From an optimization exercise on the open Yosys and OpenROAD flow, aimed at small area, a short achievable clock period and few clock cycles per item; shortcuts taken in it are not production practice.
The RTL was checked by simulation tests, not by an equivalence proof against the original design.

==> flow/design.v (outline; a module is shown in full before it is edited, if it fits) <==
// module multipli: 1063 lines
module multipli
#(parameter int N = 32)
(
	input  logic                        CLOCK,
	input  logic                        RESET,
	input  logic                        START,
	input  logic signed [N-1:0]         A,B,
	output logic signed [2*N-1:0]       S,
	output logic                        END_MULT
);
  // ...
==> flow/flow/run.sh <==
#!/bin/bash
# Layout flow: the standard flow (standard.sh) with two changes.
# 1. The port buffers that global placement inserts are made from
#    sky130_fd_sc_hd__buf_1 instead of the default pick; the resizer upsizes
#    them where timing or slew needs it.
# 2. After the standard synthesis, flow/fixinv.py removes inverters around
#    the full-adder cells (an adder with all inputs and outputs complemented
#    is the same adder) and swaps gates for their complements where that
#    saves an inverter. Registers are not touched.
# Each tool's output goes to a log of its own in this folder.
set -e
export BUFFER_PORTS_ARGS="-buffer_cell sky130_fd_sc_hd__buf_1"
RES=orfs/results/sky130hd/multipli/base
OR=$(command -v openroad || echo /OpenROAD-flow-scripts/tools/install/OpenROAD/bin/openroad)
bash standard.sh synth > synth.log 2>&1
cp $RES/1_synth.odb $RES/1_synth_std.odb
"$OR" -python -no_init flow/fixinv.py $RES/1_synth_std.odb $RES/1_synth.odb > fixinv.log 2>&1
bash standard.sh > standard.log 2>&1
==> flow/flow/fixinv.py <==
"""Remove inverters around full-adder cells.

A full adder is self-dual: FA(~a, ~b, ~c) = (~sum, ~cout). Each adder gets
a polarity (flipped or not), chosen by local search to minimise the number
of inverters needed; then every net that feeds or leaves an adder is rewired
with at most one inverter for the loads that need its complement.

usage: openroad -python -no_init fixinv.py IN.odb OUT.odb
"""
import sys
import random
import odb

db = odb.dbDatabase.create()
odb.read_db(db, sys.argv[1])
blk = db.getChip().getBlock()
INV_MASTER = db.findMaster("sky130_fd_sc_hd__inv_1")
FA_IN = ("A", "B", "CIN")
FA_OUT = ("SUM", "COUT")
INV_AREA = 3.7536
# drivers whose complement is another cell with the same inputs:
# cell -> (complement cell, output pin, complement's output pin, area change)
PAIRS = {}
def pair(a, b, pa, pb, da):
    PAIRS["sky130_fd_sc_hd__" + a] = ("sky130_fd_sc_hd__" + b, pa, pb, da)
    PAIRS["sky130_fd_sc_hd__" + b] = ("sky130_fd_sc_hd__" + a, pb, pa, -da)
pair("xor2_1", "xnor2_1", "X", "Y", 0.0)
pair("nand2_1", "and2_1", "Y", "X", 2.5024)
pair("nor2_1", "or2_1", "Y", "X", 2.5024)
pair("a21oi_1", "a21o_1", "Y", "X", 2.5024)
pair("o21ai_0", "o21a_1", "Y", "X", 2.5024)
pair("a22oi_1", "a22o_1", "Y", "X", 1.2512)


def mname(inst):
    return inst.getMaster().getName()


def is_inv(inst):
    return mname(inst).startswith("sky130_fd_sc_hd__inv_")


def is_fa(inst):
    return mname(inst).startswith("sky130_fd_sc_hd__fa_")


def driver(net):
    for it in net.getITerms():
        if it.isOutputSignal():
            return it
    return None


def loads(net):
    return [it for it in net.getITerms() if it.isInputSignal()]


fas = [i for i in blk.getInsts() if is_fa(i)]
fa_id = {f.getId(): k for k, f in enumerate(fas)}
NFA = len(fas)

# source nets: nets driven by an adder, or feeding an adder pin directly or
# through one inverter
src = {}
for f in fas:
    for p in FA_OUT:
        n = f.findITerm(p).getNet()
        if n is not None:
            src[n.getId()] = n
    for p in FA_IN:
        n = f.findITerm(p).getNet()
        d = driver(n)
        if d is not None and is_inv(d.getInst()):
            n = d.getInst().findITerm("A").getNet()
        src[n.getId()] = n

# per source net: driver adder (or None) and consumers (iterm, inv)
nets = []
frozen_fa = set()
for nid, n in src.items():
    d = driver(n)
    dfa = fa_id.get(d.getInst().getId()) if d is not None and is_fa(d.getInst()) else None
    if dfa is None and d is not None and mname(d.getInst()) in PAIRS and d.getMTerm().getName() == PAIRS[mname(d.getInst())][1]:
        fas.append(d.getInst())
        dfa = len(fas) - 1
        fa_id[d.getInst().getId()] = dfa
    cons = []
    invs = []
    frozen = len(n.getBTerms()) > 0
    for it in loads(n):
        g = it.getInst()
        if is_inv(g):
            y = g.findITerm("Y").getNet()
            invs.append(g)
            if y is None:
                continue
            if len(y.getBTerms()) > 0:
                frozen = True
            for it2 in loads(y):
                cons.append((it2, 1))
        else:
            cons.append((it, 0))
    nets.append(dict(net=n, dfa=dfa, cons=cons, invs=invs, frozen=frozen))

for e in nets:
    if e["frozen"]:
        if e["dfa"] is not None:
            frozen_fa.add(e["dfa"])
        for it, inv in e["cons"]:
            g = it.getInst()
            if is_fa(g):
                frozen_fa.add(fa_id[g.getId()])


def cons_fa(it):
    g = it.getInst()
    if is_fa(g) and it.getMTerm().getName() in FA_IN:
        return fa_id[g.getId()]
    return None

fas_all = fas


for e in nets:
    e["cf"] = [(cons_fa(it), inv) for it, inv in e["cons"]]

# nets touching each adder
touch = [[] for _ in fas]
for k, e in enumerate(nets):
    s = set()
    if e["dfa"] is not None:
        s.add(e["dfa"])
    for f, inv in e["cf"]:
        if f is not None:
            s.add(f)
    for f in s:
        touch[f].append(k)

pol = [0] * len(fas)


def need(e, f, inv):
    pd = pol[e["dfa"]] if e["dfa"] is not None else 0
    pc = pol[f] if f is not None else 0
    return inv ^ pc ^ pd


def cost_net(e):
    if e["frozen"]:
        return INV_AREA * len(e["invs"])
    return INV_AREA if any(need(e, f, inv) for f, inv in e["cf"]) else 0


def swap_cost(f):
    if f < NFA or not pol[f]:
        return 0.0
    return PAIRS[mname(fas[f])][3]


def total():
    return sum(cost_net(e) for e in nets) + sum(swap_cost(f) for f in range(len(fas)))


def delta(f):
    before = sum(cost_net(nets[k]) for k in touch[f]) + swap_cost(f)
    pol[f] ^= 1
    after = sum(cost_net(nets[k]) for k in touch[f]) + swap_cost(f)
    pol[f] ^= 1
    return after - before


orig_inv = sum(1 for i in blk.getInsts() if is_inv(i))
best = total()
best_pol = list(pol)
print("adders %d, flippable drivers %d, managed nets %d, inverters now %d, model %.1f" % (NFA, len(fas) - NFA, len(nets), orig_inv, best))
rng = random.Random(1)
free = [f for f in range(len(fas)) if f not in frozen_fa]
cur = best
for rnd in range(200):
    improved = True
    while improved:
        improved = False
        rng.shuffle(free)
        for f in free:
            d = delta(f)
            if d < -1e-9:
                pol[f] ^= 1
                cur += d
                improved = True
    if cur < best - 1e-9:
        best = cur
        best_pol = list(pol)
    # perturb
    pol = list(best_pol)
    cur = best
    for f in rng.sample(free, max(1, len(free) // 10)):
        pol[f] ^= 1
    cur = total()
pol = best_pol
print("model after search: %.1f" % total())

nid = [0]
def new_net():
    nid[0] += 1
    return odb.dbNet_create(blk, "fxn_%d" % nid[0])


for e in nets:
    if e["frozen"]:
        continue
    n = e["net"]
    # detach consumers and drop the old inverters
    for it, inv in e["cons"]:
        it.disconnect()
    for g in e["invs"]:
        y = g.findITerm("Y").getNet()
        odb.dbInst_destroy(g)
        if y is not None and len(y.getITerms()) == 0 and len(y.getBTerms()) == 0:
            odb.dbNet_destroy(y)
    comp = None
    for (it, inv), (f, _) in zip(e["cons"], e["cf"]):
        if need(e, f, inv):
            if comp is None:
                comp = new_net()
                nid[0] += 1
                g = odb.dbInst_create(blk, INV_MASTER, "fxi_%d" % nid[0])
                g.findITerm("A").connect(n)
                g.findITerm("Y").connect(comp)
            it.connect(comp)
        else:
            it.connect(n)
# apply: swap flipped drivers for their complements
for f in range(NFA, len(fas)):
    if not pol[f]:
        continue
    old = fas[f]
    cm, po, pn, _ = PAIRS[mname(old)]
    nid[0] += 1
    new = odb.dbInst_create(blk, db.findMaster(cm), "fxs_%d" % nid[0])
    for it in old.getITerms():
        n = it.getNet()
        nm = it.getMTerm().getName()
        if n is None or nm in ("VPWR", "VGND", "VPB", "VNB"):
            continue
        it.disconnect()
        new.findITerm(pn if nm == po else nm).connect(n)
    odb.dbInst_destroy(old)



print("flipped %d adders, swapped %d drivers; inverters %d -> %d" % (sum(pol[:NFA]), sum(pol[NFA:]), orig_inv, sum(1 for i in blk.getInsts() if is_inv(i))))
odb.write_db(db, sys.argv[2])
==> flow/standard.sh <==
#!/bin/bash
# synth_recipe.tcl (not shown) runs the flow's synth.tcl, then flattens the netlist and writes it again
# the make line also repeats each setting of config.mk as NAME=value (left out here)
make -C /OpenROAD-flow-scripts/flow DESIGN_CONFIG=/design/flow/config.mk WORK_HOME=/design/flow/orfs CLKGATE_MAP_FILE= SYNTH_SCRIPT=/design/flow/synth_recipe.tcl "${@:-finish}"
==> flow/config.mk <==
export PLATFORM = sky130hd
export DESIGN_NAME = multipli
export DESIGN_NICKNAME = multipli
export VERILOG_FILES = /design/flow/design.v
export SDC_FILE = /design/flow/constraint.sdc
export NUM_CORES = 4
export LEC_CHECK = 0
export CAP_MARGIN = 20
export CORE_MARGIN = 2
export CORE_UTILIZATION = 40
export SLEW_MARGIN = 20
==> flow/constraint.sdc <==
create_clock -name core_clock -period 5.0 [get_ports {CLOCK}]
set_input_delay 1.0000 -clock core_clock [delete_from_list [all_inputs] [get_ports {CLOCK}]]
set_output_delay 1.0000 -clock core_clock [all_outputs]
set_load 0.01 [all_outputs]
==> key figures, run 1 <==
Worst setup path
  – Max FO, Critical Path: 5
  – CP startpoint: X[14]
  – Critical path's top delay family: compound AO/OA/AOI/OAI gates
  – CP max stage cell: nor2_1
  – Worst Path Arrival: 3.62 ns
  – CP Capture Type: output pin
  – Worst Setup EP: S[62]
  – Type of origin of the critical path: register
  – R2r worst-path depth: 12

Logic synthesis
  – Syn. warnings: 6
  – Mapped Area: 0.01061 mm²
  – Syn nets: 1192
  – Syn_area_per_cell: 10.79 µm²

Detailed routing
  – DR vias: 7768
  – Met1 wire length: 12.75 mm
  – # DRC: 0
  – DRT iter0 DRCs: 796

Placed design
  – Place WS: 0.6928 ns
  – Placed cell area: 0.01115 mm²

Clock network
  – Htree depth: 3
  – Reg clk slew, reported paths: 0.09 ns
  – Setup Buffers After CTS: 0
  – CTS tree: yes

Run status
  – Status: finished clean

Floorplan
  – Die area: 0.02784 mm²
  – Starting density of the core: 40.71%

Layout
  – Nonclk inv count: 36
  – Top cell category: multi-input combinational cells
  – Non-clk bufs: 151
  – Antenna fix cells: 1
  – Top Registers: X x39, Y x39, LO x24

Global route
  – GRT overflow: 0
  – Met1 Use GR: 30.21%

Flow run
  – Max-cap violation count: 0

Worst hold path
  – Worst min-delay path class: input port to asynchronous set/reset pin
Testbench counts, summed over its fixed seeds: cycles 7,992, items 1,600.
==> run 2, diff against run 1 <==
--- a/flow/design.v
+++ b/flow/design.v
@@ -819,138 +819,138 @@
 assign hs1 = 1'b1 ^ m[1][31];
 assign hc1 = 1'b1 & m[1][31];
 assign hs2 = m[0][4] ^ m[1][2];
 assign hc2 = m[0][4] & m[1][2];
 assign fs26 = m[0][5] ^ m[1][3] ^ m[2][1];
 assign fc26 = (m[0][5] & m[1][3]) | (m[0][5] & m[2][1]) | (m[1][3] & m[2][1]);
 assign fs27 = m[2][2] ^ m[3][0] ^ hs0;
 assign fc27 = (m[2][2] & m[3][0]) | (m[2][2] & hs0) | (m[3][0] & hs0);
-assign fs28 = m[3][1] ^ hc0 ^ ag[7];
-assign fc28 = (m[3][1] & hc0) | (m[3][1] & ag[7]) | (hc0 & ag[7]);
-assign fs29 = m[3][2] ^ ag[8] ^ fc0;
-assign fc29 = (m[3][2] & ag[8]) | (m[3][2] & fc0) | (ag[8] & fc0);
-assign fs30 = m[3][3] ^ ag[9] ^ fc1;
-assign fc30 = (m[3][3] & ag[9]) | (m[3][3] & fc1) | (ag[9] & fc1);
-assign fs31 = m[3][4] ^ ag[10] ^ fc2;
-assign fc31 = (m[3][4] & ag[10]) | (m[3][4] & fc2) | (ag[10] & fc2);
-assign fs32 = m[3][5] ^ ag[11] ^ fc3;
-assign fc32 = (m[3][5] & ag[11]) | (m[3][5] & fc3) | (ag[11] & fc3);
-assign fs33 = m[3][6] ^ ag[12] ^ fc4;
-assign fc33 = (m[3][6] & ag[12]) | (m[3][6] & fc4) | (ag[12] & fc4);
-assign fs34 = m[3][7] ^ ag[13] ^ fc5;
-assign fc34 = (m[3][7] & ag[13]) | (m[3][7] & fc5) | (ag[13] & fc5);
-assign fs35 = m[3][8] ^ ag[14] ^ fc6;
-assign fc35 = (m[3][8] & ag[14]) | (m[3][8] & fc6) | (ag[14] & fc6);
-assign fs36 = m[3][9] ^ ag[15] ^ fc7;
-assign fc36 = (m[3][9] & ag[15]) | (m[3][9] & fc7) | (ag[15] & fc7);
-assign fs37 = m[3][10] ^ ag[16] ^ fc8;
-assign fc37 = (m[3][10] & ag[16]) | (m[3][10] & fc8) | (ag[16] & fc8);
-assign fs38 = m[3][11] ^ ag[17] ^ fc9;
-assign fc38 = (m[3][11] & ag[17]) | (m[3][11] & fc9) | (ag[17] & fc9);
-assign fs39 = m[3][12] ^ ag[18] ^ fc10;
-assign fc39 = (m[3][12] & ag[18]) | (m[3][12] & fc10) | (ag[18] & fc10);
-assign fs40 = m[3][13] ^ ag[19] ^ fc11;
-assign fc40 = (m[3][13] & ag[19]) | (m[3][13] & fc11) | (ag[19] & fc11);
-assign fs41 = m[3][14] ^ ag[20] ^ fc12;
-assign fc41 = (m[3][14] & ag[20]) | (m[3][14] & fc12) | (ag[20] & fc12);
-assign fs42 = m[3][15] ^ ag[21] ^ fc13;
-assign fc42 = (m[3][15] & ag[21]) | (m[3][15] & fc13) | (ag[21] & fc13);
-assign fs43 = m[3][16] ^ ag[22] ^ fc14;
-assign fc43 = (m[3][16] & ag[22]) | (m[3][16] & fc14) | (ag[22] & fc14);
-assign fs44 = m[3][17] ^ ag[23] ^ fc15;
-assign fc44 = (m[3][17] & ag[23]) | (m[3][17] & fc15) | (ag[23] & fc15);
-assign fs45 = m[3][18] ^ ag[24] ^ fc16;
-assign fc45 = (m[3][18] & ag[24]) | (m[3][18] & fc16) | (ag[24] & fc16);
-assign fs46 = m[3][19] ^ ag[25] ^ fc17;
-assign fc46 = (m[3][19] & ag[25]) | (m[3][19] & fc17) | (ag[25] & fc17);
-assign fs47 = m[3][20] ^ ag[26] ^ fc18;
-assign fc47 = (m[3][20] & ag[26]) | (m[3][20] & fc18) | (ag[26] & fc18);
-assign fs48 = m[3][21] ^ ag[27] ^ fc19;
-assign fc48 = (m[3][21] & ag[27]) | (m[3][21] & fc19) | (ag[27] & fc19);
-assign fs49 = m[3][22] ^ ag[28] ^ fc20;
-assign fc49 = (m[3][22] & ag[28]) | (m[3][22] & fc20) | (ag[28] & fc20);
-assign fs50 = m[3][23] ^ ag[29] ^ fc21;
-assign fc50 = (m[3][23] & ag[29]) | (m[3][23] & fc21) | (ag[29] & fc21);
-assign fs51 = m[3][24] ^ ag[30] ^ fc22;
-assign fc51 = (m[3][24] & ag[30]) | (m[3][24] & fc22) | (ag[30] & fc22);
-assign fs52 = m[3][25] ^ ag[31] ^ fc23;
-assign fc52 = (m[3][25] & ag[31]) | (m[3][25] & fc23) | (ag[31] & fc23);
-assign fs53 = m[3][26] ^ ~ag[32] ^ fc24;
-assign fc53 = (m[3][26] & ~ag[32]) | (m[3][26] & fc24) | (~ag[32] & fc24);
+assign fs28 = m[3][1] ^ hc0 ^ fs0;
+assign fc28 = (m[3][1] & hc0) | (m[3][1] & fs0) | (hc0 & fs0);
+assign fs29 = m[3][2] ^ fc0 ^ fs1;
+assign fc29 = (m[3][2] & fc0) | (m[3][2] & fs1) | (fc0 & fs1);
+assign fs30 = m[3][3] ^ fc1 ^ fs2;
+assign fc30 = (m[3][3] & fc1) | (m[3][3] & fs2) | (fc1 & fs2);
+assign fs31 = m[3][4] ^ fc2 ^ fs3;
+assign fc31 = (m[3][4] & fc2) | (m[3][4] & fs3) | (fc2 & fs3);
+assign fs32 = m[3][5] ^ fc3 ^ fs4;
+assign fc32 = (m[3][5] & fc3) | (m[3][5] & fs4) | (fc3 & fs4);
+assign fs33 = m[3][6] ^ fc4 ^ fs5;
+assign fc33 = (m[3][6] & fc4) | (m[3][6] & fs5) | (fc4 & fs5);
+assign fs34 = m[3][7] ^ fc5 ^ fs6;
+assign fc34 = (m[3][7] & fc5) | (m[3][7] & fs6) | (fc5 & fs6);
+assign fs35 = m[3][8] ^ fc6 ^ fs7;
+assign fc35 = (m[3][8] & fc6) | (m[3][8] & fs7) | (fc6 & fs7);
+assign fs36 = m[3][9] ^ fc7 ^ fs8;
+assign fc36 = (m[3][9] & fc7) | (m[3][9] & fs8) | (fc7 & fs8);
+assign fs37 = m[3][10] ^ fc8 ^ fs9;
+assign fc37 = (m[3][10] & fc8) | (m[3][10] & fs9) | (fc8 & fs9);
+assign fs38 = m[3][11] ^ fc9 ^ fs10;
+assign fc38 = (m[3][11] & fc9) | (m[3][11] & fs10) | (fc9 & fs10);
+assign fs39 = m[3][12] ^ fc10 ^ fs11;
+assign fc39 = (m[3][12] & fc10) | (m[3][12] & fs11) | (fc10 & fs11);
+assign fs40 = m[3][13] ^ fc11 ^ fs12;
+assign fc40 = (m[3][13] & fc11) | (m[3][13] & fs12) | (fc11 & fs12);
+assign fs41 = m[3][14] ^ fc12 ^ fs13;
+assign fc41 = (m[3][14] & fc12) | (m[3][14] & fs13) | (fc12 & fs13);
+assign fs42 = m[3][15] ^ fc13 ^ fs14;
+assign fc42 = (m[3][15] & fc13) | (m[3][15] & fs14) | (fc13 & fs14);
+assign fs43 = m[3][16] ^ fc14 ^ fs15;
+assign fc43 = (m[3][16] & fc14) | (m[3][16] & fs15) | (fc14 & fs15);
+assign fs44 = m[3][17] ^ fc15 ^ fs16;
+assign fc44 = (m[3][17] & fc15) | (m[3][17] & fs16) | (fc15 & fs16);
+assign fs45 = m[3][18] ^ fc16 ^ fs17;
+assign fc45 = (m[3][18] & fc16) | (m[3][18] & fs17) | (fc16 & fs17);
+assign fs46 = m[3][19] ^ fc17 ^ fs18;
+assign fc46 = (m[3][19] & fc17) | (m[3][19] & fs18) | (fc17 & fs18);
+assign fs47 = m[3][20] ^ fc18 ^ fs19;
+assign fc47 = (m[3][20] & fc18) | (m[3][20] & fs19) | (fc18 & fs19);
+assign fs48 = m[3][21] ^ fc19 ^ fs20;
+assign fc48 = (m[3][21] & fc19) | (m[3][21] & fs20) | (fc19 & fs20);
+assign fs49 = m[3][22] ^ fc20 ^ fs21;
+assign fc49 = (m[3][22] & fc20) | (m[3][22] & fs21) | (fc20 & fs21);
+assign fs50 = m[3][23] ^ fc21 ^ fs22;
+assign fc50 = (m[3][23] & fc21) | (m[3][23] & fs22) | (fc21 & fs22);
+assign fs51 = m[3][24] ^ fc22 ^ fs23;
+assign fc51 = (m[3][24] & fc22) | (m[3][24] & fs23) | (fc22 & fs23);
+assign fs52 = m[3][25] ^ fc23 ^ fs24;
+assign fc52 = (m[3][25] & fc23) | (m[3][25] & fs24) | (fc23 & fs24);
+assign fs53 = m[3][26] ^ fc24 ^ fs25;
+assign fc53 = (m[3][26] & fc24) | (m[3][26] & fs25) | (fc24 & fs25);
 assign fs54 = m[2][29] ^ m[3][27] ^ hs1;
 assign fc54 = (m[2][29] & m[3][27]) | (m[2][29] & hs1) | (m[3][27] & hs1);
 assign fs55 = ~m[1][32] ^ m[2][30] ^ m[3][28];
 assign fc55 = (~m[1][32] & m[2][30]) | (~m[1][32] & m[3][28]) | (m[2][30] & m[3][28]);
 assign hs3 = 1'b1 ^ m[2][31];
 assign hc3 = 1'b1 & m[2][31];
 assign hs4 = m[0][2] ^ m[1][0];
 assign hc4 = m[0][2] & m[1][0];
 assign fs56 = m[0][3] ^ m[1][1] ^ ag[3];
 assign fc56 = (m[0][3] & m[1][1]) | (m[0][3] & ag[3]) | (m[1][1] & ag[3]);
 assign fs57 = m[2][0] ^ hs2 ^ ag[4];
 assign fc57 = (m[2][0] & hs2) | (m[2][0] & ag[4]) | (hs2 & ag[4]);
-assign fs58 = hc2 ^ ag[5] ^ fs26;
-assign fc58 = (hc2 & ag[5]) | (hc2 & fs26) | (ag[5] & fs26);
-assign fs59 = ag[6] ^ fc26 ^ fs27;
-assign fc59 = (ag[6] & fc26) | (ag[6] & fs27) | (fc26 & fs27);
-assign fs60 = fs0 ^ fc27 ^ fs28;
-assign fc60 = (fs0 & fc27) | (fs0 & fs28) | (fc27 & fs28);
-assign fs61 = fs1 ^ fc28 ^ fs29;
-assign fc61 = (fs1 & fc28) | (fs1 & fs29) | (fc28 & fs29);
-assign fs62 = fs2 ^ fc29 ^ fs30;
-assign fc62 = (fs2 & fc29) | (fs2 & fs30) | (fc29 & fs30);
-assign fs63 = fs3 ^ fc30 ^ fs31;
-assign fc63 = (fs3 & fc30) | (fs3 & fs31) | (fc30 & fs31);
-assign fs64 = fs4 ^ fc31 ^ fs32;
-assign fc64 = (fs4 & fc31) | (fs4 & fs32) | (fc31 & fs32);
-assign fs65 = fs5 ^ fc32 ^ fs33;
-assign fc65 = (fs5 & fc32) | (fs5 & fs33) | (fc32 & fs33);
-assign fs66 = fs6 ^ fc33 ^ fs34;
-assign fc66 = (fs6 & fc33) | (fs6 & fs34) | (fc33 & fs34);
-assign fs67 = fs7 ^ fc34 ^ fs35;
-assign fc67 = (fs7 & fc34) | (fs7 & fs35) | (fc34 & fs35);
-assign fs68 = fs8 ^ fc35 ^ fs36;
-assign fc68 = (fs8 & fc35) | (fs8 & fs36) | (fc35 & fs36);
-assign fs69 = fs9 ^ fc36 ^ fs37;
-assign fc69 = (fs9 & fc36) | (fs9 & fs37) | (fc36 & fs37);
-assign fs70 = fs10 ^ fc37 ^ fs38;
-assign fc70 = (fs10 & fc37) | (fs10 & fs38) | (fc37 & fs38);
-assign fs71 = fs11 ^ fc38 ^ fs39;
-assign fc71 = (fs11 & fc38) | (fs11 & fs39) | (fc38 & fs39);
-assign fs72 = fs12 ^ fc39 ^ fs40;
-assign fc72 = (fs12 & fc39) | (fs12 & fs40) | (fc39 & fs40);
-assign fs73 = fs13 ^ fc40 ^ fs41;
-assign fc73 = (fs13 & fc40) | (fs13 & fs41) | (fc40 & fs41);
-assign fs74 = fs14 ^ fc41 ^ fs42;
-assign fc74 = (fs14 & fc41) | (fs14 & fs42) | (fc41 & fs42);
-assign fs75 = fs15 ^ fc42 ^ fs43;
-assign fc75 = (fs15 & fc42) | (fs15 & fs43) | (fc42 & fs43);
-assign fs76 = fs16 ^ fc43 ^ fs44;
-assign fc76 = (fs16 & fc43) | (fs16 & fs44) | (fc43 & fs44);
-assign fs77 = fs17 ^ fc44 ^ fs45;
-assign fc77 = (fs17 & fc44) | (fs17 & fs45) | (fc44 & fs45);
-assign fs78 = fs18 ^ fc45 ^ fs46;
-assign fc78 = (fs18 & fc45) | (fs18 & fs46) | (fc45 & fs46);
-assign fs79 = fs19 ^ fc46 ^ fs47;
-assign fc79 = (fs19 & fc46) | (fs19 & fs47) | (fc46 & fs47);
-assign fs80 = fs20 ^ fc47 ^ fs48;
-assign fc80 = (fs20 & fc47) | (fs20 & fs48) | (fc47 & fs48);
-assign fs81 = fs21 ^ fc48 ^ fs49;
-assign fc81 = (fs21 & fc48) | (fs21 & fs49) | (fc48 & fs49);
-assign fs82 = fs22 ^ fc49 ^ fs50;
-assign fc82 = (fs22 & fc49) | (fs22 & fs50) | (fc49 & fs50);
-assign fs83 = fs23 ^ fc50 ^ fs51;
-assign fc83 = (fs23 & fc50) | (fs23 & fs51) | (fc50 & fs51);
-assign fs84 = fs24 ^ fc51 ^ fs52;
-assign fc84 = (fs24 & fc51) | (fs24 & fs52) | (fc51 & fs52);
-assign fs85 = fs25 ^ fc52 ^ fs53;
-assign fc85 = (fs25 & fc52) | (fs25 & fs53) | (fc52 & fs53);
-assign fs86 = fc25 ^ fc53 ^ fs54;
-assign fc86 = (fc25 & fc53) | (fc25 & fs54) | (fc53 & fs54);
+assign fs58 = hc2 ^ fs26 ^ ag[5];
+assign fc58 = (hc2 & fs26) | (hc2 & ag[5]) | (fs26 & ag[5]);
+assign fs59 = fc26 ^ fs27 ^ ag[6];
+assign fc59 = (fc26 & fs27) | (fc26 & ag[6]) | (fs27 & ag[6]);
+assign fs60 = fc27 ^ ag[7] ^ fs28;
+assign fc60 = (fc27 & ag[7]) | (fc27 & fs28) | (ag[7] & fs28);
+assign fs61 = fc28 ^ ag[8] ^ fs29;
+assign fc61 = (fc28 & ag[8]) | (fc28 & fs29) | (ag[8] & fs29);
+assign fs62 = fc29 ^ ag[9] ^ fs30;
+assign fc62 = (fc29 & ag[9]) | (fc29 & fs30) | (ag[9] & fs30);
+assign fs63 = fc30 ^ ag[10] ^ fs31;
+assign fc63 = (fc30 & ag[10]) | (fc30 & fs31) | (ag[10] & fs31);
+assign fs64 = fc31 ^ ag[11] ^ fs32;
+assign fc64 = (fc31 & ag[11]) | (fc31 & fs32) | (ag[11] & fs32);
+assign fs65 = fc32 ^ ag[12] ^ fs33;
+assign fc65 = (fc32 & ag[12]) | (fc32 & fs33) | (ag[12] & fs33);
+assign fs66 = fc33 ^ ag[13] ^ fs34;
+assign fc66 = (fc33 & ag[13]) | (fc33 & fs34) | (ag[13] & fs34);
+assign fs67 = fc34 ^ ag[14] ^ fs35;
+assign fc67 = (fc34 & ag[14]) | (fc34 & fs35) | (ag[14] & fs35);
+assign fs68 = fc35 ^ ag[15] ^ fs36;
+assign fc68 = (fc35 & ag[15]) | (fc35 & fs36) | (ag[15] & fs36);
+assign fs69 = fc36 ^ ag[16] ^ fs37;
+assign fc69 = (fc36 & ag[16]) | (fc36 & fs37) | (ag[16] & fs37);
+assign fs70 = fc37 ^ ag[17] ^ fs38;
+assign fc70 = (fc37 & ag[17]) | (fc37 & fs38) | (ag[17] & fs38);
+assign fs71 = fc38 ^ ag[18] ^ fs39;
+assign fc71 = (fc38 & ag[18]) | (fc38 & fs39) | (ag[18] & fs39);
+assign fs72 = fc39 ^ ag[19] ^ fs40;
+assign fc72 = (fc39 & ag[19]) | (fc39 & fs40) | (ag[19] & fs40);
+assign fs73 = fc40 ^ ag[20] ^ fs41;
+assign fc73 = (fc40 & ag[20]) | (fc40 & fs41) | (ag[20] & fs41);
+assign fs74 = fc41 ^ ag[21] ^ fs42;
+assign fc74 = (fc41 & ag[21]) | (fc41 & fs42) | (ag[21] & fs42);
+assign fs75 = fc42 ^ ag[22] ^ fs43;
+assign fc75 = (fc42 & ag[22]) | (fc42 & fs43) | (ag[22] & fs43);
+assign fs76 = fc43 ^ ag[23] ^ fs44;
+assign fc76 = (fc43 & ag[23]) | (fc43 & fs44) | (ag[23] & fs44);
+assign fs77 = fc44 ^ ag[24] ^ fs45;
+assign fc77 = (fc44 & ag[24]) | (fc44 & fs45) | (ag[24] & fs45);
+assign fs78 = fc45 ^ ag[25] ^ fs46;
+assign fc78 = (fc45 & ag[25]) | (fc45 & fs46) | (ag[25] & fs46);
+assign fs79 = fc46 ^ ag[26] ^ fs47;
+assign fc79 = (fc46 & ag[26]) | (fc46 & fs47) | (ag[26] & fs47);
+assign fs80 = fc47 ^ ag[27] ^ fs48;
+assign fc80 = (fc47 & ag[27]) | (fc47 & fs48) | (ag[27] & fs48);
+assign fs81 = fc48 ^ ag[28] ^ fs49;
+assign fc81 = (fc48 & ag[28]) | (fc48 & fs49) | (ag[28] & fs49);
+assign fs82 = fc49 ^ ag[29] ^ fs50;
+assign fc82 = (fc49 & ag[29]) | (fc49 & fs50) | (ag[29] & fs50);
+assign fs83 = fc50 ^ ag[30] ^ fs51;
+assign fc83 = (fc50 & ag[30]) | (fc50 & fs51) | (ag[30] & fs51);
+assign fs84 = fc51 ^ ag[31] ^ fs52;
+assign fc84 = (fc51 & ag[31]) | (fc51 & fs52) | (ag[31] & fs52);
+assign fs85 = fc52 ^ ~ag[32] ^ fs53;
+assign fc85 = (fc52 & ~ag[32]) | (fc52 & fs53) | (~ag[32] & fs53);
+assign fs86 = fc25 ^ fs54 ^ fc53;
+assign fc86 = (fc25 & fs54) | (fc25 & fc53) | (fs54 & fc53);
 assign fs87 = hc1 ^ fs55 ^ fc54;
 assign fc87 = (hc1 & fs55) | (hc1 & fc54) | (fs55 & fc54);
 assign fs88 = m[3][29] ^ hs3 ^ fc55;
 assign fc88 = (m[3][29] & hs3) | (m[3][29] & fc55) | (hs3 & fc55);
 assign fs89 = ~m[2][32] ^ m[3][30] ^ hc3;
 assign fc89 = (~m[2][32] & m[3][30]) | (~m[2][32] & hc3) | (m[3][30] & hc3);
 assign hs5 = 1'b1 ^ m[3][31];
 assign hc5 = 1'b1 & m[3][31];
==> run 2 against run 1 <==
  * Still clean
  * Cell count shrank 4.5%
  * Sequential cell count is the same
  * Wire length decreased by 3.4%
  * Critical path depth did not move
  * Global-route usage up 0.092 points
  * Clock skew grew 0.0011 ns
  * Synthesized area fell by 2.9%
  * Utilization about the same
  * Via count is 5.1% lower
  * Synthesized cell count is 5.5% lower
==> key figures, run 2 <==
Global route
  – Vias in the first global route: 7510 (was 7611)
  – Total GRT Usage: 21.22% (was 21.12%)
  – Global-route wire length before repair: 43.67 mm (was 45.43 mm)
  – GRT overflow: 0 (unchanged)
  – Largest net degree at the start of global routing: 64 (was 55)
  – Initial antenna violation count: 0 (was 1)

Floorplan
  – Die X: 164.5 µm (was 166.9 µm)
  – Io pins: 132 (unchanged)
  – Die area: 0.02706 mm² (was 0.02784 mm²)
  – Vert. Die Dim: 164.5 µm (was 166.9 µm)
  – Core Box Area: 0.02525 mm² (was 0.02606 mm²)
  – Starting density of the core: 40.80% (was 40.71%)
  – Rows: 58 (was 59)

Placed design
  – Placed cell area: 0.01084 mm² (was 0.01115 mm²)
  – Detailed Place HPWL: 21.04 mm (was 22.16 mm)
  – Inst Count DP: 1286 (was 1346)
  – I/O Buffers: 131 (unchanged)
  – RePlAce Congestion: 0.8306 (was 0.8459)

Clock network
  – Post-cts resize count: 0 (unchanged)
  – CTS Root Cell: clkbuf_16 (unchanged)
  – Clock buffer depth: 2 (unchanged)
  – Setup Buffers After CTS: 0 (unchanged)
  – Cts bufs inserted: 9 (unchanged)
  – Htree depth: 3 (unchanged)
  – Clock sink total: 107 (unchanged)
  – Post-cts hold buffer count: 0 (unchanged)
  – Reg clk slew, reported paths: 0.08 ns (was 0.09 ns)
  – Clk latency of the worst-skew pair: 0.37 ns (was 0.38 ns)
  – CTS tree: yes (unchanged)

Detailed routing
  – DR WL/cell: 21.65 µm (was 21.42 µm)
  – DR vias: 7373 (was 7768)
  – Avg Vias per Cell: 5.663 (was 5.699)
  – Routed wire length: 28.19 mm (was 29.20 mm)
  – Drt pass-1 iters: 5 (unchanged)
  – DRT iter0 DRCs: 807 (was 796)
  – Post-DRT Antenna Nets: 0 (unchanged)
  – # DRC: 0 (unchanged)

STA
  – Period utilisation layout: 95.03% (was 92.33%)
  – Fmax: 0.2105 GHz (was 0.2166 GHz)
  – Worst slew pin tran: 0.8075 ns (was 0.7205 ns)
  – Post-route minimum period: 4.752 ns (was 4.617 ns)
  – Final setup fails: 0 (unchanged)
  – Slew HR: 46.17% (was 51.91%)
  – Hold Vio Cnt, Final: 0 (unchanged)
  – RSZ-0062 raised after global routing: no (unchanged)
  – Max-slew violations: 0 (unchanged)
  – Final Skew: 0.01978 ns (was 0.01867 ns)
  – Fin Setup TNS: 0 ns (unchanged)

Worst setup path
  – Max FO, Critical Path: 5 (unchanged)
  – CP max stage cell: a21oi_1 (was nor2_1)
  – Worst path bufs/invs: 1 (unchanged)
  – CP Capture Type: output pin (unchanged)
  – Crit path kind: register to output pin (unchanged)
  – Worst path max stage delay: 0.52 ns (was 0.45 ns)
  – Critical path required time: 4.00 ns (about the same)
  – Critical path's top delay family: compound AO/OA/AOI/OAI gates (unchanged)
  – Cell repeated most along the worst path: a21oi_1 (was nor2_1)
  – Cell Chain, Critical Path: ha_1 -> and4_1 -> nand4_1 -> or3_1 -> a21oi_1 -> o21ai_0 -> a21oi_1 -> a211oi_1 -> nor3_1 -> buf_1 (was ha_1 -> nand2_1 -> o21ai_0 -> o21ba_2 -> nor2_1 -> o211a_1 -> o2111a_1 -> nor2_1 -> o311ai_0 -> buf_1)
  – Worst Path Arrival: 3.75 ns (was 3.62 ns)
  – Type of origin of the critical path: register (unchanged)

Logic synthesis
  – Syn nets: 1138 (was 1192)
  – Mapped Area: 0.01030 mm² (was 0.01061 mm²)
  – Syn_area_per_cell: 11.09 µm² (was 10.79 µm²)
  – Syn. warnings: 6 (unchanged)
  – Count of mapped cells out of synthesis: 929 (was 983)

Layout
  – Fillers: 2408 (was 2530)
  – Layout cells sized above 1: 7.613% (was 7.692%)
  – Top Registers: X x39, Y x39, LO x24 (unchanged)
  – Area of the multi-input gates: 0.006469 mm² (was 0.006703 mm²)
  – Layout Cells excl Fill: 1302 (was 1363)
  – Final Cell Area: 0.01112 mm² (was 0.01147 mm²)
  – Synth-to-layout area growth: 7.941% (was 8.115%)
  – Nets: 1176 (was 1231)
  – Register area: 0.003184 mm² (unchanged)
  – Commonest non-fill, non-tap cells in the layout: 141 x xnor2_1, 131 x buf_1, 122 x a22oi_1, 102 x edfxtp_1, 95 x fa_1 (was 139 x xnor2_1, 131 x buf_1, 122 x a22oi_1, 102 x edfxtp_1, 95 x fa_1)
  – Most common cell after layout, fill and taps aside: xnor2_1 (unchanged)
  – Post-route core utilization: 44.04% (was 44.02%)
  – Antenna fix cells: 0 (was 1)

Flow run
  – Max-cap violation count: 0 (unchanged)

Worst hold path
  – Worst min-delay path class: input port to asynchronous set/reset pin (unchanged)

Run status
  – Status: finished clean (unchanged)
-- run 2: worst paths after layout --
check	startpoint	slack, ns	cells after the start	end
worst max-delay path	X[13]	0.25	10	S[58]
worst min-delay path	RESET	0.45	1	END_MULT
worst max register to register	NF	0.78	9	Y[22]
worst min register to register	COUNT[1]	0.52	1	COUNT[1]
max in group asynchronous	RESET	4.35	1	NF
min in group core_clock	COUNT[1]	0.52	1	COUNT[1]
-- run 2: per-stage QoR --
stage / setup WS [ns] / hold WS (ns)
detailed placement: 0.5222 / 0.5033
finish: 0.2483 / 0.4507
global route: 0.07285 / 0.4519
CTS: 0.2487 / 0.4482
global placement: 0.5947 / 0.4916
floorplan: 0.8611 / 0.4798
-- run 2: final cells by class --
cell class	instances	area share, %
Tap cell	330	3.712
Timing Repair Buffer	147	6.175
Sequential cell	107	28.63
Clock inverter	7	0.5399
Multi-Input combinational cell	680	58.16
Inverter	22	0.7649
Clock buffer	9	2.025
-- run 2: per-layer routing --
metal	part of all wire [%]	routed length (µm)	vias up	global-route usage (%)
met2	46	12930	307	33.26
met1	45	12580	3691	29.45
met3	7.6	2138	25	4.194
met4	1.9	540	0	7.233
met5	0	0	-	0
li1	-	-	3350	-
Testbench counts of run 2, summed over its fixed seeds: cycles 7,992, items 1,600.
==> run 3, diff against run 2 <==
--- a/flow/config.mk
+++ b/flow/config.mk
@@ -9,3 +9,4 @@
 export CORE_MARGIN = 2
 export CORE_UTILIZATION = 40
+export SETUP_SLACK_MARGIN = 0.8
 export SLEW_MARGIN = 20
==> run 3 against run 2 <==
  * Still clean on timing, DRC and antenna
  * Synthesized cell count unchanged
  * Die area is the same
  * Sequential cell count stayed put
  * Via count up 2.3%
  * Sequential share of layout area is 0.98 points lower
  * Register-to-register slack improved by 0.10 ns
  * Synthesized area unchanged
  * Highest routed layer unchanged
==> key figures, run 3 <==
Logic synthesis
  – Syn nets: 1138 (unchanged)
  – Syn_area_per_cell: 11.09 µm² (unchanged)
  – Count of mapped cells out of synthesis: 929 (unchanged)
  – Syn. warnings: 6 (unchanged)
  – Mapped Area: 0.01030 mm² (unchanged)

Layout
  – Layout cells sized above 1: 13.49% (was 7.613%)
  – Nets: 1197 (was 1176)
  – Register area: 0.003184 mm² (unchanged)
  – Commonest non-fill, non-tap cells in the layout: 139 x xnor2_1, 124 x buf_1, 122 x a22oi_1, 102 x edfxtp_1, 95 x fa_1 (was 141 x xnor2_1, 131 x buf_1, 122 x a22oi_1, 102 x edfxtp_1, 95 x fa_1)
  – Synth-to-layout area growth: 11.75% (was 7.941%)
  – Fillers: 2381 (was 2408)
  – Area of the multi-input gates: 0.006685 mm² (was 0.006469 mm²)
  – Most common cell after layout, fill and taps aside: xnor2_1 (unchanged)
  – Post-route core utilization: 45.60% (was 44.04%)
  – Antenna fix cells: 0 (unchanged)
  – Top Registers: X x39, Y x39, LO x24 (unchanged)

Detailed routing
  – WL met2: 13.28 mm (was 12.93 mm)
  – Met1 wire length: 12.80 mm (was 12.58 mm)
  – Avg Vias per Cell: 5.702 (was 5.663)
  – Routed wire length: 28.84 mm (was 28.19 mm)
  – # DRC: 0 (unchanged)
  – DRT iter0 DRCs: 817 (was 807)
  – DR WL/cell: 21.80 µm (was 21.65 µm)
  – DR vias: 7544 (was 7373)
  – Drt pass-1 iters: 6 (was 5)
  – DR top layer: met4 (unchanged)
  – Post-DRT Antenna Nets: 0 (unchanged)
  – Met3 wire len: 2.188 mm (was 2.138 mm)

STA
  – Slew HR: 46.04% (was 46.17%)
  – RSZ-0062 raised after global routing: yes (was no)
  – Final setup fails: 0 (unchanged)
  – Fin Setup TNS: 0 ns (unchanged)
  – Fmax: 0.2350 GHz (was 0.2105 GHz)
  – Period utilisation layout: 85.12% (was 95.03%)
  – Post-route minimum period: 4.256 ns (was 4.752 ns)
  – Max-slew violations: 0 (unchanged)
  – Min Hold Slack: 0.4493 ns (was 0.4507 ns)
  – Hold Vio Cnt, Final: 0 (unchanged)
  – Final Skew: 0.01828 ns (was 0.01978 ns)
  – Setup WS post-layout: 0.7439 ns (was 0.2483 ns)
  – Worst slew pin tran: 0.8093 ns (was 0.8075 ns)

Clock network
  – Clk latency of the worst-skew pair: 0.37 ns (about the same)
  – Reg clk slew, reported paths: 0.08 ns (about the same)
  – Cts bufs inserted: 9 (unchanged)
  – CTS Root Cell: clkbuf_16 (unchanged)
  – Htree depth: 3 (unchanged)
  – Clock buffer depth: 2 (unchanged)
  – CTS tree: yes (unchanged)
  – Clock sink total: 107 (unchanged)

Placed design
  – Place WS: 0.5222 ns (unchanged)
  – RePlAce Congestion: 0.8306 (unchanged)
  – I/O Buffers: 131 (unchanged)
  – Detailed Place HPWL: 21.04 mm (unchanged)

Worst setup path
  – Type of origin of the critical path: register (unchanged)
  – Critical path required time: 4.00 ns (about the same)
  – Crit path kind: register to output pin (unchanged)
  – Worst Path Arrival: 3.26 ns (was 3.75 ns)
  – R2r endpoint: Y[18] (was Y[22])
  – Max FO, Critical Path: 3 (was 5)
  – R2r worst-path depth: 9 (unchanged)
  – CP Capture Type: output pin (unchanged)
  – R2R Setup Slk: 0.88 ns (was 0.78 ns)
  – Worst r2r src: NF (unchanged)

Floorplan
  – Die area: 0.02706 mm² (unchanged)
  – Core Box Area: 0.02525 mm² (unchanged)
  – Vert. Die Dim: 164.5 µm (unchanged)
  – Io pins: 132 (unchanged)
  – Rows: 58 (unchanged)
  – Starting density of the core: 40.80% (unchanged)
  – Die X: 164.5 µm (unchanged)

Global route
  – Global-route wire length before repair: 44.37 mm (was 43.67 mm)
  – GRT overflow: 0 (unchanged)
  – Vias in the first global route: 7627 (was 7510)
  – Total GRT Usage: 21.52% (was 21.22%)
  – Largest net degree at the start of global routing: 64 (unchanged)
  – Initial antenna violation count: 0 (unchanged)

Run status
  – Status: finished clean (unchanged)

Worst hold path
  – Worst min-delay path class: input port to asynchronous set/reset pin (unchanged)

Flow run
  – Max-cap violation count: 0 (unchanged)
## run 3: cell count changes in the layout (fill, tap and decap cells not counted), moves of 4 or more
| cell | previous run | this run |
|---|---|---|
| a21oi_1 | 22 | 12 |
| buf_4 | 10 | 30 |
| buf_2 | 0 | 5 |
| ha_1 | 47 | 39 |
| a21oi_2 | 3 | 12 |
| buf_1 | 131 | 124 |
| ha_4 | 0 | 8 |
| o21ai_0 | 20 | 16 |
## run 3: timing repair
item,in CTS,in global routing
pin swaps,20,13
setup buffers,14,7
hold buffers,0,0
setup endpoints to repair,25,67
gates resized for setup,27,23
## run 3: area by class of cell
| type | instances | share of cell area, % |
|---|---|---|
| Multi-Input combinational cell | 680 | 58.05 |
| Sequential cell | 107 | 27.65 |
| Timing Repair Buffer | 168 | 7.497 |
| Tap cell | 330 | 3.585 |
| Clock buffer | 9 | 1.956 |
| Inverter | 22 | 0.7388 |
| Clock inverter | 7 | 0.5215 |
## run 3: stage by stage
stage	instance area, µm²	std cells
2_1_floorplan	10300	929
3_3_place_gp	10840	1286
3_5_place_dp	10840	1286
4_1_cts	11380	1316
5_1_grt	11520	1323
6_report	11520	1323
## run 3: critical path, cell delays in order (launching register included)
cell and delay (ns):
edfxtp_1 0.42, ha_4 0.26, a211o_1 0.29, a21oi_4 0.17, a21oi_2 0.08, a221o_1 0.40, a21oi_2 0.18, a21oi_2 0.09
o311a_1 0.33, or3_4 0.38, and2_4 0.17, buf_6 0.11
## run 3: worst max-delay path by stage
| stage | endpoint | depth (start not counted) | slack (ns) | startpoint |
|---|---|---|---|---|
| floorplan | Y[12] | 9 | 0.86 | A[1] |
| global placement | Y[8] | 10 | 0.59 | A[3] |
| detailed placement | Y[8] | 10 | 0.52 | A[3] |
| CTS | S[62] | 11 | 0.76 | Y[4] |
| global route | S[62] | 11 | 0.62 | Y[24] |
| finish | S[62] | 11 | 0.74 | Y[24] |
## run 3: routing by layer
metal,global-route usage [%],up-vias
li1,-,3389
met1,29.79,3817
met2,34.02,308
met3,4.169,30
met4,7.115,0
met5,0,-
==> run 4, diff against run 3 <==
--- a/flow/config.mk
+++ b/flow/config.mk
@@ -6,7 +6,7 @@
 export NUM_CORES = 4
 export LEC_CHECK = 0
+export ABC_AREA = 1
 export CAP_MARGIN = 20
 export CORE_MARGIN = 2
 export CORE_UTILIZATION = 40
-export SETUP_SLACK_MARGIN = 0.8
 export SLEW_MARGIN = 20
==> run 4 against run 3 <==
  * Register-to-register slack worse by 0.19 ns
  * Still clean on timing, DRC and antenna
  * Largest cell class unchanged
  * Setup slack got worse by 0.058 ns
  * Critical path type is now register to register
  * Cell count is 19% higher
==> key figures, run 4 <==
Clock network
  – Reg clk slew, reported paths: 0.09 ns (was 0.08 ns)
  – Clock sink total: 107 (unchanged)
  – Clock buffer depth: 2 (unchanged)
  – Post-cts hold buffer count: 0 (unchanged)
  – Cts bufs inserted: 9 (unchanged)
  – CTS Root Cell: clkbuf_16 (unchanged)
  – Setup Buffers After CTS: 0 (was 14)
  – Clk latency of the worst-skew pair: 0.38 ns (was 0.37 ns)
  – CTS tree: yes (unchanged)
  – Post-cts resize count: 0 (was 27)
  – Htree depth: 3 (unchanged)

Detailed routing
  – Avg Vias per Cell: 5.219 (was 5.702)
  – # DRC: 0 (unchanged)
  – DR WL/cell: 17.90 µm (was 21.80 µm)
  – DRT iter0 DRCs: 651 (was 817)
  – DR vias: 8205 (was 7544)
  – Drt pass-1 iters: 6 (unchanged)
  – Routed wire length: 28.15 mm (was 28.84 mm)
  – Post-DRT Antenna Nets: 0 (unchanged)

STA
  – Slew HR: 25.37% (was 46.04%)
  – RSZ-0062 raised after global routing: no (was yes)
  – Worst slew pin tran: 1.119 ns (was 0.8093 ns)
  – Final setup fails: 0 (unchanged)
  – Fin Setup TNS: 0 ns (unchanged)
  – Setup WS post-layout: 0.6864 ns (was 0.7439 ns)
  – Max-slew violations: 0 (unchanged)
  – Post-route minimum period: 4.314 ns (was 4.256 ns)
  – Fmax: 0.2318 GHz (was 0.2350 GHz)
  – Hold Vio Cnt, Final: 0 (unchanged)
  – Final Skew: 0.01882 ns (was 0.01828 ns)
  – Period utilisation layout: 86.27% (was 85.12%)

Worst setup path
  – Critical path required time: 5.11 ns (was 4.00 ns)
  – Type of origin of the critical path: register (unchanged)
  – Stages on worst setup path: 9 (was 11)
  – Critical path's top delay family: adder cells (was compound AO/OA/AOI/OAI gates)
  – CP Capture Type: register (was output pin)
  – Cell repeated most along the worst path: fa_1 (was a21oi_2)
  – Crit path kind: register to register (was register to output pin)
  – Max FO, Critical Path: 33 (was 3)
  – Worst path bufs/invs: 1 (unchanged)
  – Worst path max stage delay: 0.83 ns (was 0.42 ns)
  – R2r worst-path depth: 9 (unchanged)
  – Cell Chain, Critical Path: buf_4 -> nand2_1 -> nand2_1 -> ha_1 -> or2_2 -> xnor2_1 -> fa_1 -> fa_1 -> fa_1 (was ha_4 -> a211o_1 -> a21oi_4 -> a21oi_2 -> a221o_1 -> a21oi_2 -> a21oi_2 -> o311a_1 -> or3_4 -> and2_4 -> buf_6)
  – Worst Path Arrival: 4.42 ns (was 3.26 ns)
  – CP max stage cell: or2_2 (was edfxtp_1)

Floorplan
  – Die area: 0.02870 mm² (was 0.02706 mm²)
  – Rows: 60 (was 58)
  – Core Box Area: 0.02688 mm² (was 0.02525 mm²)
  – Die X: 169.4 µm (was 164.5 µm)
  – Io pins: 132 (unchanged)
  – Vert. Die Dim: 169.4 µm (was 164.5 µm)
  – Starting density of the core: 40.73% (was 40.80%)

Global route
  – Global-route wire length before repair: 43.75 mm (was 44.37 mm)
  – Initial antenna violation count: 0 (unchanged)
  – Vias in the first global route: 8079 (was 7627)
  – GRT overflow: 0 (unchanged)
  – Largest net degree at the start of global routing: 53 (was 64)
  – Total GRT Usage: 19.73% (was 21.52%)

Layout
  – Fillers: 2664 (was 2381)
  – Layout cells sized above 1: 7.555% (was 13.49%)
  – Commonest non-fill, non-tap cells in the layout: 237 x nand2_1, 131 x buf_1, 123 x xnor2_1, 116 x inv_1 (was 139 x xnor2_1, 124 x buf_1, 122 x a22oi_1, 102 x edfxtp_1, 95 x fa_1)
  – Synth-to-layout area growth: 6.641% (was 11.75%)
  – Antenna fix cells: 0 (unchanged)
  – Area of the multi-input gates: 0.006620 mm² (was 0.006685 mm²)
  – Register area: 0.003184 mm² (unchanged)
  – Nets: 1435 (was 1197)
  – Most common cell after layout, fill and taps aside: nand2_1 (was xnor2_1)
  – Top Registers: X x39, Y x39, LO x24 (unchanged)
  – Layout Cells excl Fill: 1572 (was 1323)

Flow run
  – Max-cap violation count: 0 (unchanged)

Worst hold path
  – Worst min-delay path class: input port to asynchronous set/reset pin (unchanged)

Placed design
  – Place WS: 0.6657 ns (was 0.5222 ns)
  – RePlAce Congestion: 0.8627 (was 0.8306)
  – Detailed Place HPWL: 21.75 mm (was 21.04 mm)
  – Inst Count DP: 1555 (was 1286)
  – I/O Buffers: 131 (unchanged)

Logic synthesis
  – Syn nets: 1367 (was 1138)
  – Syn_area_per_cell: 9.452 µm² (was 11.09 µm²)
  – Mapped Area: 0.01095 mm² (was 0.01030 mm²)
  – Count of mapped cells out of synthesis: 1158 (was 929)
  – Syn. warnings: 6 (unchanged)

Run status
  – Status: finished clean (unchanged)
## run 4: cell count changes in the layout (fill, tap and decap cells not counted), sizes merged, moves of 12 or more
cell	previous run	this run
a22oi	122	0
buf	167	147
inv	25	131
mux2	26	0
nand2	45	249
nand3	7	44
nor2	24	36
o21ai	23	10
o22ai	1	124
xnor2	141	123
## run 4: worst paths after layout
kind                                  to  slack [ns]     start
worst max-delay path                Y[9]        0.69        NF
worst min-delay path            END_MULT        0.43     RESET
worst max register to register      Y[9]        0.69        NF
worst min register to register  COUNT[1]        0.50  COUNT[1]
max in group asynchronous             NF        4.37     RESET
min in group core_clock         COUNT[1]        0.50  COUNT[1]
## run 4: area by class of cell
type                    instances  share of cell area, %
clock buffers                   9                  1.929
clock inverters                 7                 0.7611
inverters                     128                  4.138
multi-input cells             833                  56.72
flip-flops and latches        107                  27.28
well taps                     341                  3.655
repair buffers                147                  5.520
## run 4: through the flow
step | util [%] | hold slack [ns] | area [µm²]
finish | 43.43 | 0.4327 | 11670
global route | 43.43 | 0.4509 | 11670
CTS | 43.32 | 0.4442 | 11640
detailed placement | 42.15 | 0.4838 | 11330
global placement | 42.15 | 0.4603 | 11330
floorplan | - | 0.4457 | 10950
## run 4: metal layers
| layer | wire length, µm | share of wire (%) | global-route usage, % | vias up |
|---|---|---|---|---|
| met1 | 12350 | 44 | 25.69 | 3983 |
| met2 | 13880 | 49 | 33.98 | 237 |
| li1 | - | - | - | 3946 |
| met5 | 0 | 0 | 0 | - |
| met3 | 1089 | 3.9 | 2.076 | 39 |
| met4 | 819 | 2.9 | 7.469 | 0 |
==> run 5, diff against run 4 <==
--- a/flow/config.mk
+++ b/flow/config.mk
@@ -6,7 +6,7 @@
 export NUM_CORES = 4
 export LEC_CHECK = 0
-export ABC_AREA = 1
 export CAP_MARGIN = 20
 export CORE_MARGIN = 2
 export CORE_UTILIZATION = 40
+export SETUP_SLACK_MARGIN = 1.2
 export SLEW_MARGIN = 20
==> run 5 against run 4 <==
  * Still clean on timing, DRC and antenna
  * Sequential share of layout area decreased by 1.7 points
  * Global-route usage is 1.6 points higher
  * Critical path depth up 2
  * Non-clock buffer count is 73 higher
  * Cell count shrank 12%
  * Cell area grew 6.9%
  * Synthesized cell count fell by 20%
  * Wire length grew 3.6%
==> key figures, run 5 <==
Detailed routing
  – Met1 wire length: 12.66 mm (was 12.35 mm)
  – DR vias: 7688 (was 8205)
  – DR WL/cell: 21.20 µm (was 17.90 µm)
  – Drt pass-1 iters: 6 (unchanged)
  – Post-DRT Antenna Nets: 0 (unchanged)
  – Met3 wire len: 1.697 mm (was 1.089 mm)
  – WL met2: 13.87 mm (was 13.88 mm)
  – Routed wire length: 29.17 mm (was 28.15 mm)
  – # DRC: 0 (unchanged)
  – DRT iter0 DRCs: 634 (was 651)
  – Avg Vias per Cell: 5.587 (was 5.219)
  – DR top layer: met4 (unchanged)

Layout
  – Layout cells sized above 1: 25.53% (was 7.555%)
  – Top Registers: X x39, Y x39, LO x24 (unchanged)
  – Commonest non-fill, non-tap cells in the layout: 128 x xnor2_1, 112 x a22oi_1, 103 x buf_1, 102 x edfxtp_1, 91 x fa_1 (was 237 x nand2_1, 131 x buf_1, 123 x xnor2_1, 116 x inv_1)
  – Most common cell after layout, fill and taps aside: xnor2_1 (was nand2_1)
  – Synth-to-layout area growth: 21.11% (was 6.641%)
  – Antenna fix cells: 0 (unchanged)
  – Nets: 1250 (was 1435)

Clock network
  – Clock sink total: 107 (unchanged)
  – Cts bufs inserted: 9 (unchanged)
  – Clock buffer depth: 2 (unchanged)
  – Htree depth: 3 (unchanged)
  – Reg clk slew, reported paths: 0.09 ns (about the same)
  – CTS Root Cell: clkbuf_16 (unchanged)
  – Clk latency of the worst-skew pair: 0.37 ns (was 0.38 ns)
  – CTS tree: yes (unchanged)
  – Post-cts hold buffer count: 0 (unchanged)

STA
  – Fmax: 0.2380 GHz (was 0.2318 GHz)
  – Period utilisation layout: 84.03% (was 86.27%)
  – Slew HR: 49.92% (was 25.37%)
  – Fin Setup TNS: 0 ns (unchanged)
  – Max-slew violations: 0 (unchanged)
  – Worst slew pin tran: 0.7512 ns (was 1.119 ns)
  – Final Skew: 0.01442 ns (was 0.01882 ns)
  – Final setup fails: 0 (unchanged)
  – Hold Vio Cnt, Final: 0 (unchanged)
  – Post-route minimum period: 4.201 ns (was 4.314 ns)
  – Setup WS post-layout: 0.7987 ns (was 0.6864 ns)
  – RSZ-0062 raised after global routing: yes (was no)

Flow run
  – Max-cap violation count: 0 (unchanged)

Global route
  – Largest net degree at the start of global routing: 61 (was 53)
  – GRT overflow: 0 (unchanged)
  – Vias in the first global route: 7671 (was 8079)
  – Global-route wire length before repair: 43.88 mm (was 43.75 mm)
  – Initial antenna violation count: 0 (unchanged)
  – Total GRT Usage: 21.36% (was 19.73%)

Worst setup path
  – Cell repeated most along the worst path: a21oi_2 (was fa_1)
  – Max FO, Critical Path: 3 (was 33)
  – Worst Path Arrival: 3.20 ns (was 4.42 ns)
  – R2r worst-path depth: 10 (was 9)
  – Critical path required time: 4.00 ns (was 5.11 ns)
  – CP max stage cell: edfxtp_1 (was or2_2)
  – Cell Chain, Critical Path: ha_4 -> a211o_1 -> a21oi_4 -> a21oi_2 -> a221o_1 -> a21oi_2 -> a21oi_2 -> o311a_1 -> or3_4 -> and2_4 -> buf_6 (was buf_4 -> nand2_1 -> nand2_1 -> ha_1 -> or2_2 -> xnor2_1 -> fa_1 -> fa_1 -> fa_1)
  – Worst path max stage delay: 0.42 ns (was 0.83 ns)
  – Worst r2r src: NF (unchanged)
  – Crit path kind: register to output pin (was register to register)
  – Stages on worst setup path: 11 (was 9)
  – Type of origin of the critical path: register (unchanged)
  – R2r endpoint: Y[12] (was Y[9])
  – CP Capture Type: output pin (was register)
  – Worst path bufs/invs: 1 (unchanged)
  – R2R Setup Slk: 1.23 ns (was 0.69 ns)
  – Critical path's top delay family: compound AO/OA/AOI/OAI gates (was adder cells)

Placed design
  – I/O Buffers: 131 (unchanged)
  – Detailed Place HPWL: 20.69 mm (was 21.75 mm)
  – Place WS: 0.4677 ns (was 0.6657 ns)
  – RePlAce Congestion: 0.8648 (was 0.8627)

Floorplan
  – Die area: 0.02706 mm² (was 0.02870 mm²)
  – Vert. Die Dim: 164.5 µm (was 169.4 µm)
  – Core Box Area: 0.02525 mm² (was 0.02688 mm²)
  – Io pins: 132 (unchanged)
  – Rows: 58 (was 60)
  – Starting density of the core: 40.80% (was 40.73%)
  – Die X: 164.5 µm (was 169.4 µm)

Run status
  – Status: finished clean (unchanged)

Logic synthesis
  – Mapped Area: 0.01030 mm² (was 0.01095 mm²)
  – Syn nets: 1138 (was 1367)
  – Syn_area_per_cell: 11.09 µm² (was 9.452 µm²)
  – Syn. warnings: 6 (unchanged)
  – Count of mapped cells out of synthesis: 929 (was 1158)

Worst hold path
  – Worst min-delay path class: input port to asynchronous set/reset pin (unchanged)
[run 5: cell types whose count changed in the layout (fill, tap and decap cells not counted), sizes merged, moves of 18 or more]
cell / delta
xnor2: +18
inv: -106
a22oi: +122
buf: +67
mux2: +26
nand2: -204
nand3: -37
o22ai: -123
[run 5: how the worst max path moves through the flow]
stage	from	endpoint	slack, ns
final	Y[24]	S[62]	0.80
after global routing	X[5]	S[62]	0.66
after CTS	Y[24]	S[62]	0.80
after detailed placement	X[4]	S[50]	0.47
after global placement	X[2]	S[50]	0.44
after floorplan	A[1]	Y[10]	1.17
[run 5: cell type report]
| cell class | instances | area, µm² |
|---|---|---|
| sequential | 107 | 3187 |
| fill | 2324 | 12770 |
| timing repair buffer | 220 | 1375 |
| inverter | 22 | 85.08 |
| tap | 330 | 412.9 |
| clock inverter | 6 | 67.56 |
| multi-input combinational | 681 | 7124 |
| clock buffer | 10 | 229.0 |
[run 5: what timing repair did]
action	CTS	global route
setup buffers	35	36
gates cloned	1	2
gates resized for setup	77	92
pin swaps	42	81
endpoints found under the setup margin	88	85
[run 5: metal layers]
| layer | vias up | GRT usage, % |
|---|---|---|
| met5 | - | 0 |
| met4 | 0 | 7.075 |
| met3 | 43 | 3.742 |
| met2 | 274 | 34.40 |
| met1 | 3876 | 29.30 |
| li1 | 3495 | - |
[run 5: worst reg2reg max path: stages (launching register included)]
cell and delay, ns:
dfrtp_4 0.58, mux2_4 0.36, or3_4 0.40, o21ai_4 0.12, buf_6 0.15, buf_6 0.12
a22oi_1 0.08, xnor2_1 0.25, fa_1 0.47, fa_2 0.55, fa_1 0.42
[run 5: per-stage QoR]
stage,util (%),hold WS (ns),instances,area [µm²]
2_1_floorplan,-,0.4798,929,10460
3_5_place_dp,42.95,0.5004,1286,10850
6_report,49.42,0.4448,1376,12480
3_3_place_gp,42.95,0.4917,1286,10850
5_1_grt,49.42,0.4518,1376,12480
4_1_cts,46.57,0.4451,1338,11760

## separate check: timing with driven ports
How much do the figures lean on ideal ports? The routed layouts below were timed once more, with nothing changed but the port constraints. Step 1 assumes that a clkbuf_16 drives the clock port and a buf_2 every other input. Step 2, shift: input delay + t, output delay - t, t = (earliest + latest rising clock arrival at the registers) / 2. This alone moves slack from input paths to output paths. a / b / c = ideal / step 1 / step 2; a / b = the first two.
run | t (ns) | setup slack, ns | hold slack, ns | cell pins on the clock port's net
run 1 | 0.411 | 0.383 / 0.338 / 0.669 | 0.439 / 0.418 / 0.521 | 1
run 2 | 0.406 | 0.248 / 0.207 / 0.523 | 0.451 / 0.435 / 0.519 | 1
run 3 | 0.406 | 0.744 / 0.702 / 0.621 | 0.449 / 0.432 / 0.519 | 1
run 4 | 0.415 | 0.686 / 0.686 / 0.583 | 0.433 / 0.406 / 0.502 | 1
run 5 | 0.407 | 0.799 / 0.752 / 0.746 | 0.445 / 0.434 / 0.521 | 1
After both steps every run listed still meets setup and hold. The setup slack of run 3, which loses most, moves by -0.042 ns with the drivers and by -0.123 ns with both steps.
